Source: an optimization exercise on an open RTL-to-GDS flow (aim: small area). Production flows keep margins and buffers that such runs may drop.
At most, simulation tests tie the RTL to the original design; equivalence was not proved.
The clock port is modelled as an ideal driver, which makes a skipped or thinned clock tree look cheaper than it is; a real chip needs a root buffer or a tree.
Power is estimated from default activity; no workload was simulated.

## card_flip_game_top
module card_flip_game_top (
    input wire clk,            
    input wire reset,          
    input wire up_btn,
    input wire down_btn,
    input wire left_btn,
    input wire right_btn,
    input wire select_btn,
    output wire hsync,
    output wire vsync,
    output wire [3:0] red,
    output wire [3:0] green,
    output wire [3:0] blue,
    output wire [6:0] seg_display,
    output wire [3:0] seg_select,
    output wire uart_tx
);
export LEC_CHECK = 0
export CAP_MARGIN = 20
export CORE_MARGIN = 2
export CORE_UTILIZATION = 60
export CTS_BUF_LIST = sky130_fd_sc_hd__clkbuf_8
export CTS_CLUSTER_DIAMETER = 100
export CTS_CLUSTER_SIZE = 30
export SLEW_MARGIN = 20
create_clock -name core_clock -period 10.0 [get_ports {clk}]
run.sh (not shown) runs the stock make flow with config.mk's settings and CLKGATE_MAP_FILE= SYNTH_SCRIPT=/design/flow/synth_recipe.tcl, a recipe that flattens the netlist after the stock synthesis.
The baseline passed the timing, design-rule and antenna checks.
Next try:
CORE_UTILIZATION = 40   (was 60)
CTS_CLUSTER_DIAMETER = unset   (was 100)
CTS_CLUSTER_SIZE = unset   (was 30)
After rerunning: Count of clock-buffer cells in the layout went up by 1. Sequential share of layout area went down by 0.13 points. Non-clock buffer count does not change. Total power went down by 5.6%. Clock skew went down by 0.0097 ns. Global-route usage went down by 7.0 points. Design area went up by 0.36%. Setup slack got worse by 0.026 ns. Hold slack stays flat. Combinational power hardly moves.
Next try:
==> flow/flow/run.sh (new file) <==
#!/bin/bash
# Layout flow: the standard ORFS flow, with 1x port buffers and a
# clock tree without dummy loads. Each tool's output goes to a log here.
set -euo pipefail
CTS="-sink_clustering_enable -repair_clock_nets -dont_use_dummy_load"
CTS="$CTS -buf_list ${CTS_BUFS:-sky130_fd_sc_hd__clkbuf_8}"
CTS="$CTS -sink_clustering_size ${CTS_SIZE:-30} -sink_clustering_max_diameter ${CTS_DIAM:-100}"
bash standard.sh "BUFFER_PORTS_ARGS=-buffer_cell sky130_fd_sc_hd__buf_1" "CTS_ARGS=$CTS" finish > standard_flow.log 2>&1
==> flow/standard.sh (new file) <==
#!/bin/bash
# synth_recipe.tcl (not shown) runs the flow's synth.tcl, then flattens the netlist and writes it again
# the make line also repeats each setting of config.mk as NAME=value (left out here)
make -C /OpenROAD-flow-scripts/flow DESIGN_CONFIG=/design/flow/config.mk WORK_HOME=/design/flow/orfs CLKGATE_MAP_FILE= SYNTH_SCRIPT=/design/flow/synth_recipe.tcl "${@:-finish}"
CORE_UTILIZATION = 60   (was 40)
CTS_BUF_LIST = unset   (was sky130_fd_sc_hd__clkbuf_8)
removed: flow/run.sh
After rerunning:
- final area drops by a few percent
- non-clock buffer count does not change
- total power drops by a little under a tenth
- via count drops slightly
Next try:
==> flow/run.sh (new file) <==
#!/bin/bash
# synth_recipe.tcl (not shown) runs the flow's synth.tcl, then flattens the netlist and writes it again
# the make line also repeats each setting of config.mk as NAME=value (left out here)
make -C /OpenROAD-flow-scripts/flow DESIGN_CONFIG=/design/flow/config.mk WORK_HOME=/design/flow/orfs CLKGATE_MAP_FILE= SYNTH_SCRIPT=/design/flow/synth_recipe.tcl finish
CORE_UTILIZATION = 40   (was 60)
CTS_BUF_LIST = sky130_fd_sc_hd__clkbuf_4 sky130_fd_sc_hd__clkbuf_8   (was unset)
CTS_CLUSTER_SIZE = 20   (was unset)
removed: flow/flow/run.sh
removed: flow/standard.sh
Total power rises by 9.6%.
Synthesized area is unchanged.
Core utilization falls by 19 points.
Die area rises by 48%.
Worst setup slack degrades by 0.47 ns.
Cell count rises by 8.1%.
Clock-buffer cell count rises by 2.
Design area rises by 6.4%.
First-iteration DRC count falls by 1.3%.
No functional check of the RTL was part of any run of this note.


Another version of the RTL of card_flip_game_top (not shown whole).
Size: roughly 370 cells after synthesis, about 77 flip-flops, ~33 I/O pins, ~3400 um2 of cells after synthesis.
Settings: LEC_CHECK=0, CAP_MARGIN=20, CORE_MARGIN=2, CORE_UTILIZATION=70, SLEW_MARGIN=20; clock period 10.0 ns.
standard.sh (not shown) runs the stock make flow with config.mk's settings and CLKGATE_MAP_FILE= SYNTH_SCRIPT=/design/flow/synth_recipe.tcl, a recipe that flattens the netlist after the stock synthesis.
==> flow/flow/run.sh <==
#!/bin/bash
# Layout flow: the standard ORFS flow (standard.sh) with
#  - synthesis: synth_recipe.tcl, but abc maps with an area script and no
#    adder cells (same registers, names and cell types);
#  - 1x buffers on the ports;
#  - a one-level clock tree: CTS_NBUF clock buffers fed by the clock port,
#    each driving one cluster of registers, built before global placement
#    (flow/gpl_hook.tcl, flow/clock_tree.tcl) and sized after placement
#    (flow/cts_hook.tcl).
# Each tool's output goes to standard_flow.log here (ORFS's own logs are
# under orfs/logs).
set -euo pipefail
F=$PWD/flow
export FLOW_ABC_SCRIPT=$F/area.script
export CTS_NBUF=${CTS_NBUF:-4}
export CTS_MASTER=${CTS_MASTER:-sky130_fd_sc_hd__clkbuf_8}
export CTS_SIZES=${CTS_SIZES:-"sky130_fd_sc_hd__clkbuf_8 sky130_fd_sc_hd__buf_8 sky130_fd_sc_hd__buf_12 sky130_fd_sc_hd__clkbuf_16"}
export CTS_SLEW_NS=${CTS_SLEW_NS:-0.112}
bash standard.sh \
  "SYNTH_SCRIPT=$F/synth_area.tcl" \
  "ADDER_MAP_FILE=" \
  "BUFFER_PORTS_ARGS=-buffer_cell sky130_fd_sc_hd__buf_1" \
  "PRE_GLOBAL_PLACE_TCL=$F/gpl_hook.tcl" \
  "PRE_CTS_TCL=$F/cts_hook.tcl" \
  finish > standard_flow.log 2>&1
==> flow/flow/area.script <==
strash
balance
rewrite
refactor
balance
rewrite
rewrite -z
balance
refactor -z
rewrite -z
balance
&get -n
&st
&dch
&nf -R 1000 -p
&put
mfs3 -a
==> flow/flow/clock_tree.tcl <==
proc manual_clock_tree {nbuf master} {
  set block [ord::get_db_block]
  set clk [$block findNet clk]
  set sinks [$clk getITerms]
  set pts {}
  foreach it $sinks {
    set box [[$it getInst] getBBox]
    lappend pts [list [expr {([$box xMin] + [$box xMax]) / 2}] [expr {([$box yMin] + [$box yMax]) / 2}]]
  }
  set n [llength $pts]
  # k-means, seeded along the sinks sorted by x then y
  set order [lsort -integer -indices [lmap p $pts {expr {[lindex $p 0] * 4 + [lindex $p 1]}}]]
  set cent {}
  for {set k 0} {$k < $nbuf} {incr k} {
    lappend cent [lindex $pts [lindex $order [expr {($k * 2 + 1) * $n / (2 * $nbuf)}]]]
  }
  for {set iter 0} {$iter < 50} {incr iter} {
    set asg {}
    foreach p $pts {
      set best 0; set bd -1
      for {set k 0} {$k < $nbuf} {incr k} {
        set c [lindex $cent $k]
        set d [expr {abs([lindex $p 0] - [lindex $c 0]) + abs([lindex $p 1] - [lindex $c 1])}]
        if {$bd < 0 || $d < $bd} { set bd $d; set best $k }
      }
      lappend asg $best
    }
    set new {}
    for {set k 0} {$k < $nbuf} {incr k} {
      set sx 0; set sy 0; set m 0
      foreach p $pts a $asg { if {$a == $k} { incr sx [lindex $p 0]; incr sy [lindex $p 1]; incr m } }
      if {$m == 0} { lappend new [lindex $cent $k] } else { lappend new [list [expr {$sx / $m}] [expr {$sy / $m}]] }
    }
    set cent $new
  }
  set mst [[ord::get_db] findMaster $master]
  for {set k 0} {$k < $nbuf} {incr k} {
    set inst [odb::dbInst_create $block $mst "clkbuf_leaf_$k"]
    set onet [odb::dbNet_create $block "clknet_leaf_$k"]
    $onet setSigType CLOCK
    [$inst findITerm A] connect $clk
    [$inst findITerm X] connect $onet
    set c [lindex $cent $k]
    $inst setLocation [lindex $c 0] [lindex $c 1]
    $inst setPlacementStatus PLACED
    set cnt 0
    foreach it $sinks a $asg {
      if {$a == $k} { $it disconnect; $it connect $onet; incr cnt }
    }
    puts "manual clock tree: $master clkbuf_leaf_$k at $c drives $cnt registers"
  }
}

==> flow/flow/gpl_hook.tcl <==
# PRE_GLOBAL_PLACE hook: builds the clock tree (flow/clock_tree.tcl) right
# after the ports are buffered, from the positions of the placement that
# skipped the IOs, so global placement pulls each cluster to its buffer.
source [file join [file dirname [info script]] clock_tree.tcl]
rename buffer_ports orfs_buffer_ports
proc buffer_ports {args} {
  orfs_buffer_ports {*}$args
  manual_clock_tree $::env(CTS_NBUF) $::env(CTS_MASTER)
}
Other scripts of this flow, unchanged in this note and not shown: flow/flow/cts_hook.tcl, flow/flow/synth_area.tcl
==> next run, changes <==
--- a/flow/flow/area.script
+++ b/flow/flow/area.script
@@ -15,3 +15,2 @@
 &nf -R 1000 -p
 &put
-mfs3 -a
The new run ran to the end with no violations.
Total power climbs by 0.93%.
Hold slack gains 7.2 ps.
Flip-flop and latch count does not change.
Via count goes up by 0.66%.
First-iteration DRC count fell by 9.0%.
Cell area rises by 0.67%.
Sequential share of layout area came out lower by 0.30 points.
Routed wire length is about the same.
==> next run, changes <==
--- a/flow/flow/run.sh
+++ b/flow/flow/run.sh
@@ -3,5 +3,5 @@
 #  - synthesis: synth_recipe.tcl, but abc maps with an area script and no
 #    adder cells (same registers, names and cell types);
-#  - 1x buffers on the ports;
+#  - 1x buffers on the ports, and one tie cell for all constant outputs;
 #  - a one-level clock tree: CTS_NBUF clock buffers fed by the clock port,
 #    each driving one cluster of registers, built before global placement
--- a/flow/flow/area.script
+++ b/flow/flow/area.script
@@ -15,2 +15,3 @@
 &nf -R 1000 -p
 &put
+mfs3 -a
==> flow/flow/gpl_hook.tcl (replaced) <==
# PRE_GLOBAL_PLACE hook: merges the tie cells (flow/ties.tcl) and builds the
# clock tree (flow/clock_tree.tcl) right after the ports are buffered, from the positions of the placement that
# skipped the IOs, so global placement pulls each cluster to its buffer.
source [file join [file dirname [info script]] clock_tree.tcl]
source [file join [file dirname [info script]] ties.tcl]
rename buffer_ports orfs_buffer_ports
proc buffer_ports {args} {
  orfs_buffer_ports {*}$args
  merge_tie_cells
  manual_clock_tree $::env(CTS_NBUF) $::env(CTS_MASTER)
}
==> flow/flow/ties.tcl (new file) <==
# Merge the tie cells: one conb_1 drives every constant output, its HI pin
# the outputs tied high and its LO pin those tied low.
proc merge_tie_cells {} {
  set block [ord::get_db_block]
  set ties {}
  foreach inst [$block getInsts] {
    if {[[$inst getMaster] getName] eq "sky130_fd_sc_hd__conb_1"} { lappend ties $inst }
  }
  if {[llength $ties] < 2} { return }
  set keep [lindex $ties 0]
  foreach inst [lrange $ties 1 end] {
    foreach pin {HI LO} {
      set net [[$inst findITerm $pin] getNet]
      if {$net eq "NULL"} { continue }
      set knet [[$keep findITerm $pin] getNet]
      [$inst findITerm $pin] disconnect
      if {$knet eq "NULL"} {
        [$keep findITerm $pin] connect $net
        continue
      }
      foreach bt [$net getBTerms] { $bt disconnect; $bt connect $knet }
      foreach it [$net getITerms] { $it disconnect; $it connect $knet }
      odb::dbNet_destroy $net
    }
    odb::dbInst_destroy $inst
  }
  puts "merged [llength $ties] tie cells into [$keep getName]"
}
Result: The new run completed without violations. Global-route usage increases by 0.37 points. Clock skew decreases by 5.4 ps. Design area decreases by 1.0%. Routed wire length increases by 0.80%. Combinational power is about the same.
==> next run, changes <==
--- a/flow/flow/clock_tree.tcl
+++ b/flow/flow/clock_tree.tcl
@@ -34,4 +34,31 @@
     set cent $new
   }
+  # balance: assign registers to centres nearest first, at most
+  # ceil(n / nbuf) per centre, then move each centre to its cluster's middle
+  set cap [expr {($n + $nbuf - 1) / $nbuf}]
+  set pairs {}
+  set i 0
+  foreach p $pts {
+    for {set k 0} {$k < $nbuf} {incr k} {
+      set c [lindex $cent $k]
+      lappend pairs [list [expr {abs([lindex $p 0] - [lindex $c 0]) + abs([lindex $p 1] - [lindex $c 1])}] $i $k]
+    }
+    incr i
+  }
+  set asg [lrepeat $n -1]
+  set fill [lrepeat $nbuf 0]
+  foreach pr [lsort -integer -index 0 $pairs] {
+    lassign $pr d i k
+    if {[lindex $asg $i] >= 0 || [lindex $fill $k] >= $cap} { continue }
+    lset asg $i $k
+    lset fill $k [expr {[lindex $fill $k] + 1}]
+  }
+  set new {}
+  for {set k 0} {$k < $nbuf} {incr k} {
+    set sx 0; set sy 0; set m 0
+    foreach p $pts a $asg { if {$a == $k} { incr sx [lindex $p 0]; incr sy [lindex $p 1]; incr m } }
+    if {$m == 0} { lappend new [lindex $cent $k] } else { lappend new [list [expr {$sx / $m}] [expr {$sy / $m}]] }
+  }
+  set cent $new
   set mst [[ord::get_db] findMaster $master]
   for {set k 0} {$k < $nbuf} {incr k} {
=> The changed run ran to the end with no violations. Power is about the same. Worst setup slack gets better by 64 ps. Global-route usage shrinks by 0.37 points. Flip-flop and latch count does not change. Design area barely changes.
No run of this note takes its clock network from TritonCTS; it comes from the design's own scripts or RTL.

[static timing again, ports no longer ideal]
How much do the figures lean on ideal ports? The routed layouts below were timed once more, with nothing changed but the port constraints.
Step 1: set_driving_cell puts a clkbuf_16 on clk and a buf_2 on each other input, an assumption about the parent block.
Step 2, shift: input delay + t, output delay - t, t = (earliest + latest rising clock arrival at the registers) / 2. This alone moves slack from input paths to output paths.
Three values: ideal ports, drivers, drivers and shift; two values: the first two.
| run | shift t [ns] | setup slack, ns | worst data-port slew with drivers (ns) |
|---|---|---|---|
| the first run of note 1 | 0.373 | 5.132 / 5.103 / 5.476 | 0.03 |
| the second run of note 1 | 0.384 | 5.106 / 5.071 / 5.455 | 0.04 |
| the third run of note 1 | 0.364 | 5.576 / 5.544 / 5.908 | 0.03 |
| the fourth run of note 1 | 0.385 | 5.106 / 5.071 / 5.455 | 0.04 |
| the first run of note 2 | 0.199 | 5.866 / 5.805 / 6.004 | 0.03 |
| the second run of note 2 | 0.200 | 5.869 / 5.811 / 6.010 | 0.03 |
| the third run of note 2 | 0.201 | 5.839 / 5.780 / 5.981 | 0.03 |
| the fourth run of note 2 | 0.205 | 5.903 / 5.847 / 6.052 | 0.03 |
After both steps setup and hold are still met in every run listed.
